Background: an optimization exercise with open tools, aiming at small area. Do not read the settings as production practice. In this exercise RTL edits were held to simulation tests only and were not proved equivalent to the original. No driver is modelled on the clock port, so clock power and skew are understated where the tree is cut down; a real chip needs a root buffer or a tree. Power figures rest on the tool's default switching activity, not on a simulated workload.

==> flow/design.v (excerpt) <==
module uart_full_duplex_32bit #(
    parameter CLK_FREQ = 32000000,
    parameter BAUD_RATE = 115200
)(
    input  wire        clk,
    input  wire        rst_n,
    input  wire        tx_start,
    input  wire [31:0] tx_data,
    output wire        tx_busy,
    output wire [31:0] rx_data,
    output wire        rx_ready,
    input  wire        rx_clear,
    input  wire        parity_even_n,    
    output wire        uart_tx,    
    input  wire        uart_rx,    
    output wire        parity_error,
    output wire        framing_error
);
clock: 10.0 ns
lec_check: 0
cap_margin: 20
core_margin: 2
core_utilization: 75
slew_margin: 20
standard.sh (not shown) runs the stock make flow with config.mk's settings and CLKGATE_MAP_FILE= SYNTH_SCRIPT=/design/flow/synth_recipe.tcl, a recipe that flattens the netlist after the stock synthesis.
==> flow/flow/run.sh <==
#!/bin/bash
# The standard layout (standard.sh) with three changes:
#  - synthesis maps logic with an area-oriented ABC script (flow/synth_area.tcl);
#  - port buffers use the smallest buffer cell;
#  - the clock tree is built by flow/manual_cts.tcl: one clock buffer per group
#    of nearby flip-flops, all driven by one root buffer on the clock port,
#    each group buffer upsized if its flip-flops' clock slew would be high.
# Each tool's full output stays in orfs/logs/; make's output is in flow_make.log.
set -euo pipefail
HERE=$(pwd)
export AREA_ABC_SCRIPT="$HERE/flow/abc_area.script"
export BUFFER_PORTS_ARGS="-buffer_cell sky130_fd_sc_hd__buf_1"
export PRE_CTS_TCL="$HERE/flow/manual_cts.tcl"
export CLK_GROUPS=8
export CLK_ROOT=sky130_fd_sc_hd__clkbuf_4
export CLK_BUF=sky130_fd_sc_hd__clkbuf_4
export CLK_SLEW_TARGET=0.12
sed "s#SYNTH_SCRIPT=[^ ]*#SYNTH_SCRIPT=$HERE/flow/synth_area.tcl#" standard.sh > flow_standard.sh
bash flow_standard.sh > flow_make.log 2>&1
==> flow/flow/abc_area.script <==
&get -n
&st
&syn2
&dch -f
&nf -p -R 1000 -F 8 -C 32 -E 10
&put
topo
dnsize -c
==> flow/flow/manual_cts.tcl <==
# Hook sourced before ORFS's CTS step (PRE_CTS_TCL). It replaces
# clock_tree_synthesis with a small two-level clock tree: the flip-flops are
# split into CLK_GROUPS groups by position, each group gets one CLK_BUF clock
# buffer at its centre, and (with CLK_ROOT set) one root buffer on the clock
# port drives all group buffers. With CLK_SLEW_TARGET set, a group buffer
# whose flip-flops would see a larger clock slew (placement estimate, after
# legalisation) is upsized.
proc clock_tree_synthesis {args} {
  set groups [expr {[info exists ::env(CLK_GROUPS)] ? $::env(CLK_GROUPS) : 4}]
  set cell [expr {[info exists ::env(CLK_BUF)] ? $::env(CLK_BUF) : "sky130_fd_sc_hd__clkbuf_8"}]
  set block [ord::get_db_block]
  set net [$block findNet clk]
  set sinks {}
  foreach pin [get_pins -of_objects [get_nets clk]] {
    set inst [sta::sta_to_db_inst [$pin instance]]
    set loc [$inst getLocation]
    lappend sinks [list [lindex $loc 0] [lindex $loc 1] $pin]
  }
  puts "manual CTS: [llength $sinks] sinks into $groups groups of $cell"
  # split recursively along the longer side into equal halves
  set parts [list $sinks]
  while {[llength $parts] < $groups} {
    # split the largest part
    set bi 0; set bn 0
    for {set i 0} {$i < [llength $parts]} {incr i} {
      set n [llength [lindex $parts $i]]
      if {$n > $bn} { set bn $n; set bi $i }
    }
    set p [lindex $parts $bi]
    set xs [lmap s $p {lindex $s 0}]; set ys [lmap s $p {lindex $s 1}]
    set w [expr {[tcl::mathfunc::max {*}$xs] - [tcl::mathfunc::min {*}$xs]}]
    set h [expr {[tcl::mathfunc::max {*}$ys] - [tcl::mathfunc::min {*}$ys]}]
    set k [expr {$w >= $h ? 0 : 1}]
    set p [lsort -integer -index $k $p]
    set m [expr {[llength $p] / 2}]
    set parts [lreplace $parts $bi $bi [lrange $p 0 [expr {$m-1}]] [lrange $p $m end]]
  }
  set i 0
  foreach p $parts {
    set sx 0; set sy 0
    foreach s $p { set sx [expr {$sx + [lindex $s 0]}]; set sy [expr {$sy + [lindex $s 1]}] }
    set cx [ord::dbu_to_microns [expr {$sx / [llength $p]}]]
    set cy [ord::dbu_to_microns [expr {$sy / [llength $p]}]]
    set pins [lmap s $p {lindex $s 2}]
    set r [insert_buffer -buffer_cell $cell -net clk -load_pins $pins -location [list $cx $cy] \
      -buffer_name clkbuf_manual_$i -net_name clknet_manual_$i]
    set b [sta::sta_to_db_inst $r]
    foreach it [$b getITerms] {
      set n [$it getNet]
      if {$n != "NULL"} { $n setSigType CLOCK }
    }
    puts "manual CTS: group $i, [llength $p] sinks, buffer at $cx $cy"
    incr i
  }
  # With CLK_ROOT set, one more buffer of that cell, at the centre of the
  # group buffers, drives them all, so the clock port feeds a single pin.
  if {[info exists ::env(CLK_ROOT)] && $::env(CLK_ROOT) ne ""} {
    set pins {}
    set sx 0; set sy 0
    foreach pin [get_pins -of_objects [get_nets clk]] {
      set loc [[sta::sta_to_db_inst [$pin instance]] getLocation]
      set sx [expr {$sx + [lindex $loc 0]}]; set sy [expr {$sy + [lindex $loc 1]}]
      lappend pins $pin
    }
    set cx [ord::dbu_to_microns [expr {$sx / [llength $pins]}]]
    set cy [ord::dbu_to_microns [expr {$sy / [llength $pins]}]]
    set r [insert_buffer -buffer_cell $::env(CLK_ROOT) -net clk -load_pins $pins \
      -location [list $cx $cy] -buffer_name clkbuf_manual_root -net_name clknet_manual_root]
    foreach it [[sta::sta_to_db_inst $r] getITerms] {
      set n [$it getNet]
      if {$n != "NULL"} { $n setSigType CLOCK }
    }
    puts "manual CTS: root $::env(CLK_ROOT) at $cx $cy"
  }
  $net setSigType CLOCK
  # Upsize any group buffer whose flip-flops would see a clock slew above
  # CLK_SLEW_TARGET (ns) with placement-estimated wires.
  if {[info exists ::env(CLK_SLEW_TARGET)]} {
    set sizes {sky130_fd_sc_hd__clkbuf_4 sky130_fd_sc_hd__clkbuf_8 sky130_fd_sc_hd__clkbuf_16}
    set_propagated_clock [all_clocks]
    for {set pass 0} {$pass < 3} {incr pass} {
      # measure with the buffers where legalisation puts them
      detailed_placement
      estimate_parasitics -placement
      set changed 0
      foreach inst [get_cells clkbuf_manual_*] {
        if {[string match *root* [get_full_name $inst]]} { continue }
        set worst 0
        foreach out [get_pins -of_objects $inst -filter "direction==output"] {
          foreach p [get_pins -of_objects [get_nets -of_objects $out] -filter "direction==input"] {
            set sl [get_property $p slew_max]
            if {$sl > $worst} { set worst $sl }
          }
        }
        set ref [get_property $inst ref_name]
        set k [lsearch $sizes $ref]
        if {$worst > $::env(CLK_SLEW_TARGET) && $k >= 0 && $k < 2} {
          replace_cell $inst [lindex $sizes [expr {$k+1}]]
          puts "manual CTS: [get_full_name $inst] slew $worst, $ref -> [lindex $sizes [expr {$k+1}]]"
          set changed 1
        }
      }
      if {!$changed} { break }
    }
    unset_propagated_clock [all_clocks]
  }
}
Other scripts of this flow, unchanged in this note and not shown: flow/flow/synth_area.tcl
The first run passed the timing, DRC and antenna checks.
==> next run, changes <==
--- a/flow/flow/run.sh
+++ b/flow/flow/run.sh
@@ -3,7 +3,6 @@
 #  - synthesis maps logic with an area-oriented ABC script (flow/synth_area.tcl);
 #  - port buffers use the smallest buffer cell;
-#  - the clock tree is built by flow/manual_cts.tcl: one clock buffer per group
-#    of nearby flip-flops, all driven by one root buffer on the clock port,
-#    each group buffer upsized if its flip-flops' clock slew would be high.
+#  - the clock tree is one level of clock buffers, one per group of nearby
+#    flip-flops, driven from the clock port (flow/manual_cts.tcl).
 # Each tool's full output stays in orfs/logs/; make's output is in flow_make.log.
 set -euo pipefail
--- a/flow/flow/manual_cts.tcl
+++ b/flow/flow/manual_cts.tcl
@@ -1,9 +1,6 @@
 # Hook sourced before ORFS's CTS step (PRE_CTS_TCL). It replaces
-# clock_tree_synthesis with a small two-level clock tree: the flip-flops are
-# split into CLK_GROUPS groups by position, each group gets one CLK_BUF clock
-# buffer at its centre, and (with CLK_ROOT set) one root buffer on the clock
-# port drives all group buffers. With CLK_SLEW_TARGET set, a group buffer
-# whose flip-flops would see a larger clock slew (placement estimate, after
-# legalisation) is upsized.
+# clock_tree_synthesis with a one-level clock tree: the flip-flops are split
+# into CLK_GROUPS groups by position and each group gets one clock buffer,
+# placed at the group's centre and driven straight from the clock port.
 proc clock_tree_synthesis {args} {
   set groups [expr {[info exists ::env(CLK_GROUPS)] ? $::env(CLK_GROUPS) : 4}]
@@ -80,6 +77,4 @@
     set_propagated_clock [all_clocks]
     for {set pass 0} {$pass < 3} {incr pass} {
-      # measure with the buffers where legalisation puts them
-      detailed_placement
       estimate_parasitics -placement
       set changed 0
--- a/flow/config.mk
+++ b/flow/config.mk
@@ -8,4 +8,4 @@
 export CAP_MARGIN = 20
 export CORE_MARGIN = 2
-export CORE_UTILIZATION = 75
+export CORE_UTILIZATION = 90
 export SLEW_MARGIN = 20
With this change the flow failed in global placement without I/O on GPL-0301; synthesized area does not change; synthesized cell count stays the same.
==> next run, changes <==
--- a/flow/flow/run.sh
+++ b/flow/flow/run.sh
@@ -3,6 +3,7 @@
 #  - synthesis maps logic with an area-oriented ABC script (flow/synth_area.tcl);
 #  - port buffers use the smallest buffer cell;
-#  - the clock tree is one level of clock buffers, one per group of nearby
-#    flip-flops, driven from the clock port (flow/manual_cts.tcl).
+#  - the clock tree is built by flow/manual_cts.tcl: one clock buffer per group
+#    of nearby flip-flops, all driven by one root buffer on the clock port,
+#    each group buffer upsized if its flip-flops' clock slew would be high.
 # Each tool's full output stays in orfs/logs/; make's output is in flow_make.log.
 set -euo pipefail
==> flow/flow/abc_area.script (replaced) <==
&get -n
&st
&syn2
&dch
&nf -p -R 1000 -F 8 -C 32 -E 10
&put
topo
dnsize -c
--- a/flow/flow/manual_cts.tcl
+++ b/flow/flow/manual_cts.tcl
@@ -1,6 +1,9 @@
 # Hook sourced before ORFS's CTS step (PRE_CTS_TCL). It replaces
-# clock_tree_synthesis with a one-level clock tree: the flip-flops are split
-# into CLK_GROUPS groups by position and each group gets one clock buffer,
-# placed at the group's centre and driven straight from the clock port.
+# clock_tree_synthesis with a small two-level clock tree: the flip-flops are
+# split into CLK_GROUPS groups by position, each group gets one CLK_BUF clock
+# buffer at its centre, and (with CLK_ROOT set) one root buffer on the clock
+# port drives all group buffers. With CLK_SLEW_TARGET set, a group buffer
+# whose flip-flops would see a larger clock slew (placement estimate, after
+# legalisation) is upsized.
 proc clock_tree_synthesis {args} {
   set groups [expr {[info exists ::env(CLK_GROUPS)] ? $::env(CLK_GROUPS) : 4}]
@@ -77,4 +80,6 @@
     set_propagated_clock [all_clocks]
     for {set pass 0} {$pass < 3} {incr pass} {
+      # measure with the buffers where legalisation puts them
+      detailed_placement
       estimate_parasitics -placement
       set changed 0
--- a/flow/config.mk
+++ b/flow/config.mk
@@ -8,4 +8,4 @@
 export CAP_MARGIN = 20
 export CORE_MARGIN = 2
-export CORE_UTILIZATION = 90
+export CORE_UTILIZATION = 75
 export SLEW_MARGIN = 20
Effect: Now the flow passed the timing, DRC and antenna checks; synthesized area stays flat; synthesized cell count stays the same.
==> next run, changes <==
--- a/flow/flow/run.sh
+++ b/flow/flow/run.sh
@@ -13,5 +13,5 @@
 export PRE_CTS_TCL="$HERE/flow/manual_cts.tcl"
 export CLK_GROUPS=8
-export CLK_ROOT=sky130_fd_sc_hd__clkbuf_4
+export CLK_ROOT=sky130_fd_sc_hd__clkbuf_2
 export CLK_BUF=sky130_fd_sc_hd__clkbuf_4
 export CLK_SLEW_TARGET=0.12
==> flow/flow/abc_area.script (replaced) <==
&get -n
&st
&syn2
&dch -f
&nf -p -R 1000 -F 8 -C 32 -E 10
&put
topo
dnsize -c
Setup slack loses 0.053 ns.
Design area hardly moves.
Routed wire length decreases by 4.9%.
Combinational power is lower by about 2%.
Total power went down by 1.3%.
Register-to-register slack hardly moves.
Sequential cell count does not change.
Maximum frequency falls by 1.5%.
Clock skew went down by 0.013 ns.
Synthesized area is about the same.
Via count went down by 0.58%.
In the first, third and fourth runs of this note the design's own scripts or RTL, not TritonCTS, make the clock network.

[what the ideal ports hide]
The results above use ideal ports. As a check the final layouts listed here were re-extracted and re-timed, cells and wires unchanged. Step 1, drivers: a clkbuf_16 drives clk and a buf_2 each remaining input, both assumed. Step 2 adds t to the input delays and takes it off the output delays; t is the mean of the earliest and latest rising clock arrival at the registers after step 1. Input paths then give back, and output paths get back, about the clock's delay inside the block. Slacks: no drivers / after step 1 / after step 2; pairs: no drivers / after step 1.
run | shift t [ns] | setup slack, ns | worst setup path after step 2 | worst slew at a driven data input, ns
the first run | 0.435 | 6.588 / 6.562 / 6.997 | register to output | 0.04
the third run | 0.434 | 6.560 / 6.535 / 6.969 | register to output | 0.04
the fourth run | 0.524 | 6.506 / 6.481 / 7.004 | register to output | 0.04
After both steps every run listed still meets setup and hold.
